Background: an optimization exercise with open tools, aiming at small area. Do not read the settings as production practice.
Function was checked by simulation only, so behaviour that the tests miss may differ from the original.
Power figures rest on the tool's default switching activity, not on a simulated workload.

==> inputs of lagoon <==
// matrix_alu_top
module matrix_alu_top (
    input  wire        clk,
    input  wire        op,
    input  wire [31:0] A,
    input  wire [31:0] B,
    output reg  [31:0] C
);
wire [31:0] s_w;
reg  [31:0] s_r;
wire [31:0] c_w;
always @(posedge clk) begin
    s_r <= s_w;
    C   <= c_w;
end
matrix_calc_s1 st1 (.op(op), .A(A), .B(B), .S(s_w));
matrix_calc_s2 st2 (.S(s_r), .C(c_w));
endmodule
clock: 5.2 ns
lec_check: 0
cap_margin: 20
core_margin: 2
core_utilization: 40
gpl_timing_driven: 0
slew_margin: 20
standard.sh (not shown) runs the stock make flow with config.mk's settings and CLKGATE_MAP_FILE= SYNTH_SCRIPT=/design/flow/synth_recipe.tcl, a recipe that flattens the netlist after the stock synthesis.
==> flow/flow/run.sh <==
#!/bin/bash
# Standard synthesis, then re-choose full-adder / gate output polarities to
# drop inverters (flow/fapol2.py), rebalance xor trees by estimated
# arrival (flow/xorbal.py), then the standard layout with the
# smallest buffer on the ports.
set -euo pipefail
NET=orfs/results/sky130hd/matrix_alu_top/base/1_2_yosys.v
bash standard.sh synth > synth.log 2>&1
cp $NET synth_orig.v
python3 flow/fapol2.py synth_orig.v synth_fapol.v > fapol.log 2>&1
python3 flow/xorbal.py synth_fapol.v $NET > xorbal.log 2>&1
touch $NET
bash standard.sh synth > synth_odb.log 2>&1
export BUFFER_PORTS_ARGS="-buffer_cell sky130_fd_sc_hd__buf_1"
export CTS_ARGS="-sink_clustering_enable -repair_clock_nets -dont_use_dummy_load -sink_clustering_size 24 -sink_clustering_max_diameter 80 -buf_list {sky130_fd_sc_hd__clkbuf_8}"
bash standard.sh finish > finish.log 2>&1
Other scripts of this flow, unchanged in this note and not shown: flow/flow/fapol2.py, flow/flow/xorbal.py
==> inputs of umber, as changes to lagoon <==
--- a/flow/design.v
+++ b/flow/design.v
@@ -1,10 +1,10 @@
 module matrix_calc_s1(
     input  wire        op,
     input  wire [31:0] A, B,
-    output wire [31:0] S
+    output wire [35:0] S
 );
     wire [7:0] a11 = A[31:24], a12 = A[23:16], a21 = A[15:8], a22 = A[7:0];
     wire [7:0] b11 = B[31:24], b12 = B[23:16], b21 = B[15:8], b22 = B[7:0];
     wire [7:0] g11 = {b11[7:1] & {7{~op}}, b11[0] | op};
     wire [7:0] g22 = {b22[7:1] & {7{~op}}, b22[0] | op};
     wire [7:0] g21 = b21 & {8{~op}};
@@ -190,13 +190,12 @@
     wire x179 = c148 ^ x177;
     wire x180 = x178 ^ x179;
     wire x181 = c150 ^ c152;
     wire x182 = x180 ^ x181;
     wire x183 = x182 ^ c154;
     wire x184 = x183 ^ c156;
-    wire x185 = x184 ^ c158;
     wire p186 = a12[0] & g22[0];
     wire p187 = a12[0] & g22[1];
     wire p188 = a12[0] & g22[2];
     wire p189 = a12[0] & g22[3];
     wire p190 = a12[0] & g22[4];
     wire p191 = a12[0] & g22[5];
@@ -375,13 +374,12 @@
     wire x364 = c333 ^ x362;
     wire x365 = x363 ^ x364;
     wire x366 = c335 ^ c337;
     wire x367 = x365 ^ x366;
     wire x368 = x367 ^ c339;
     wire x369 = x368 ^ c341;
-    wire x370 = x369 ^ c343;
     wire p371 = a21[0] & g11[0];
     wire p372 = a21[0] & g11[1];
     wire p373 = a21[0] & g11[2];
     wire p374 = a21[0] & g11[3];
     wire p375 = a21[0] & g11[4];
     wire p376 = a21[0] & g11[5];
@@ -560,13 +558,12 @@
     wire x549 = c518 ^ x547;
     wire x550 = x548 ^ x549;
     wire x551 = c520 ^ c522;
     wire x552 = x550 ^ x551;
     wire x553 = x552 ^ c524;
     wire x554 = x553 ^ c526;
-    wire x555 = x554 ^ c528;
     wire p556 = a22[0] & g22[0];
     wire p557 = a22[0] & g22[1];
     wire p558 = a22[0] & g22[2];
     wire p559 = a22[0] & g22[3];
     wire p560 = a22[0] & g22[4];
     wire p561 = a22[0] & g22[5];
@@ -745,32 +742,35 @@
     wire x734 = c703 ^ x732;
     wire x735 = x733 ^ x734;
     wire x736 = c705 ^ c707;
     wire x737 = x735 ^ x736;
     wire x738 = x737 ^ c709;
     wire x739 = x738 ^ c711;
-    wire x740 = x739 ^ c713;
-    assign S = {s628, s632, s640, s652, s668, s688, s712, x740, s443, s447, s455, s467, s483, s503, s527, x555, s258, s262, s270, s282, s298, s318, s342, x370, s73, s77, s85, s97, s113, s133, s157, x185};
+    assign S = {c713, x739, c528, x554, c343, x369, c158, x184, s628, s632, s640, s652, s668, s688, s712, s443, s447, s455, s467, s483, s503, s527, s258, s262, s270, s282, s298, s318, s342, s73, s77, s85, s97, s113, s133, s157};
 endmodule
 module matrix_calc_s2(
-    input  wire [31:0] S,
+    input  wire [35:0] S,
     output wire [31:0] C
 );
-    wire x185, s157, s133, s113, s97, s85, s77, s73, x370, s342, s318, s298, s282, s270, s262, s258, x555, s527, s503, s483, s467, s455, s447, s443, x740, s712, s688, s668, s652, s640, s632, s628;
-    assign {s628, s632, s640, s652, s668, s688, s712, x740, s443, s447, s455, s467, s483, s503, s527, x555, s258, s262, s270, s282, s298, s318, s342, x370, s73, s77, s85, s97, s113, s133, s157, x185} = S;
+    wire s157, s133, s113, s97, s85, s77, s73, s342, s318, s298, s282, s270, s262, s258, s527, s503, s483, s467, s455, s447, s443, s712, s688, s668, s652, s640, s632, s628, x184, c158, x369, c343, x554, c528, x739, c713;
+    assign {c713, x739, c528, x554, c343, x369, c158, x184, s628, s632, s640, s652, s668, s688, s712, s443, s447, s455, s467, s483, s503, s527, s258, s262, s270, s282, s298, s318, s342, s73, s77, s85, s97, s113, s133, s157} = S;
+    wire x185 = x184 ^ c158;
+    wire x370 = x369 ^ c343;
+    wire x555 = x554 ^ c528;
+    wire x740 = x739 ^ c713;
     assign C = {x185, s157, s133, s113, s97, s85, s77, s73, x370, s342, s318, s298, s282, s270, s262, s258, x555, s527, s503, s483, s467, s455, s447, s443, x740, s712, s688, s668, s652, s640, s632, s628};
 endmodule
 module matrix_alu_top (
     input  wire        clk,
     input  wire        op,
     input  wire [31:0] A,
     input  wire [31:0] B,
     output reg  [31:0] C
 );
-wire [31:0] s_w;
-reg  [31:0] s_r;
+wire [35:0] s_w;
+reg  [35:0] s_r;
 wire [31:0] c_w;
 always @(posedge clk) begin
     s_r <= s_w;
     C   <= c_w;
 end
 matrix_calc_s1 st1 (.op(op), .A(A), .B(B), .S(s_w));
--- a/flow/config.mk
+++ b/flow/config.mk
@@ -4,9 +4,9 @@
 export VERILOG_FILES = /design/flow/design.v
 export SDC_FILE = /design/flow/constraint.sdc
 export NUM_CORES = 4
 export LEC_CHECK = 0
 export CAP_MARGIN = 20
 export CORE_MARGIN = 2
-export CORE_UTILIZATION = 40
+export CORE_UTILIZATION = 60
 export GPL_TIMING_DRIVEN = 0
 export SLEW_MARGIN = 20
==> notes <==
Core utilization: umber is higher than lagoon (22 points).
In combinational power, lagoon and umber hardly differ.
umber produced a clean layout. lagoon passed the timing, DRC and antenna checks.
Between umber and lagoon, the lower first-iteration DRC count is in umber (gap about 5.4%, measured against lagoon).
Clock skew: umber is higher than lagoon (0.0036 ns).
Of umber and lagoon, umber has the higher global-route usage (gap 12 points).
Design area: umber is higher than lagoon (0.32%).

==> re-timing with driven ports <==
The flow's constraints put no driver on any port. The routed layouts listed below were extracted and timed again, unchanged, in two steps.
Step 1 assumes that a clkbuf_16 drives the clock port and a buf_2 every other input.
Step 2 also shifts input and output timing later by t, the mid clock arrival at the registers, as if the neighbouring blocks saw the same clock.
a / b / c = ideal / step 1 / step 2; a / b = the first two.
run | t (ns) | setup WS [ns] | worst hold slack (ns) | clock arrival spread, ns | worst slew at a driven data input, ns
lagoon | 0.398 | 0.120 / 0.114 / -0.284 | 0.324 / 0.324 / 0.324 | 0.014 / 0.014 | 0.08
umber | 0.400 | 0.273 / 0.262 / -0.138 | 0.321 / 0.321 / 0.321 | 0.011 / 0.012 | 0.06
With both steps, setup timing fails in lagoon and umber, where it was met with ideal ports. For umber, which loses most, drivers alone change the setup slack by -0.011 ns; drivers and shift together by -0.411 ns.
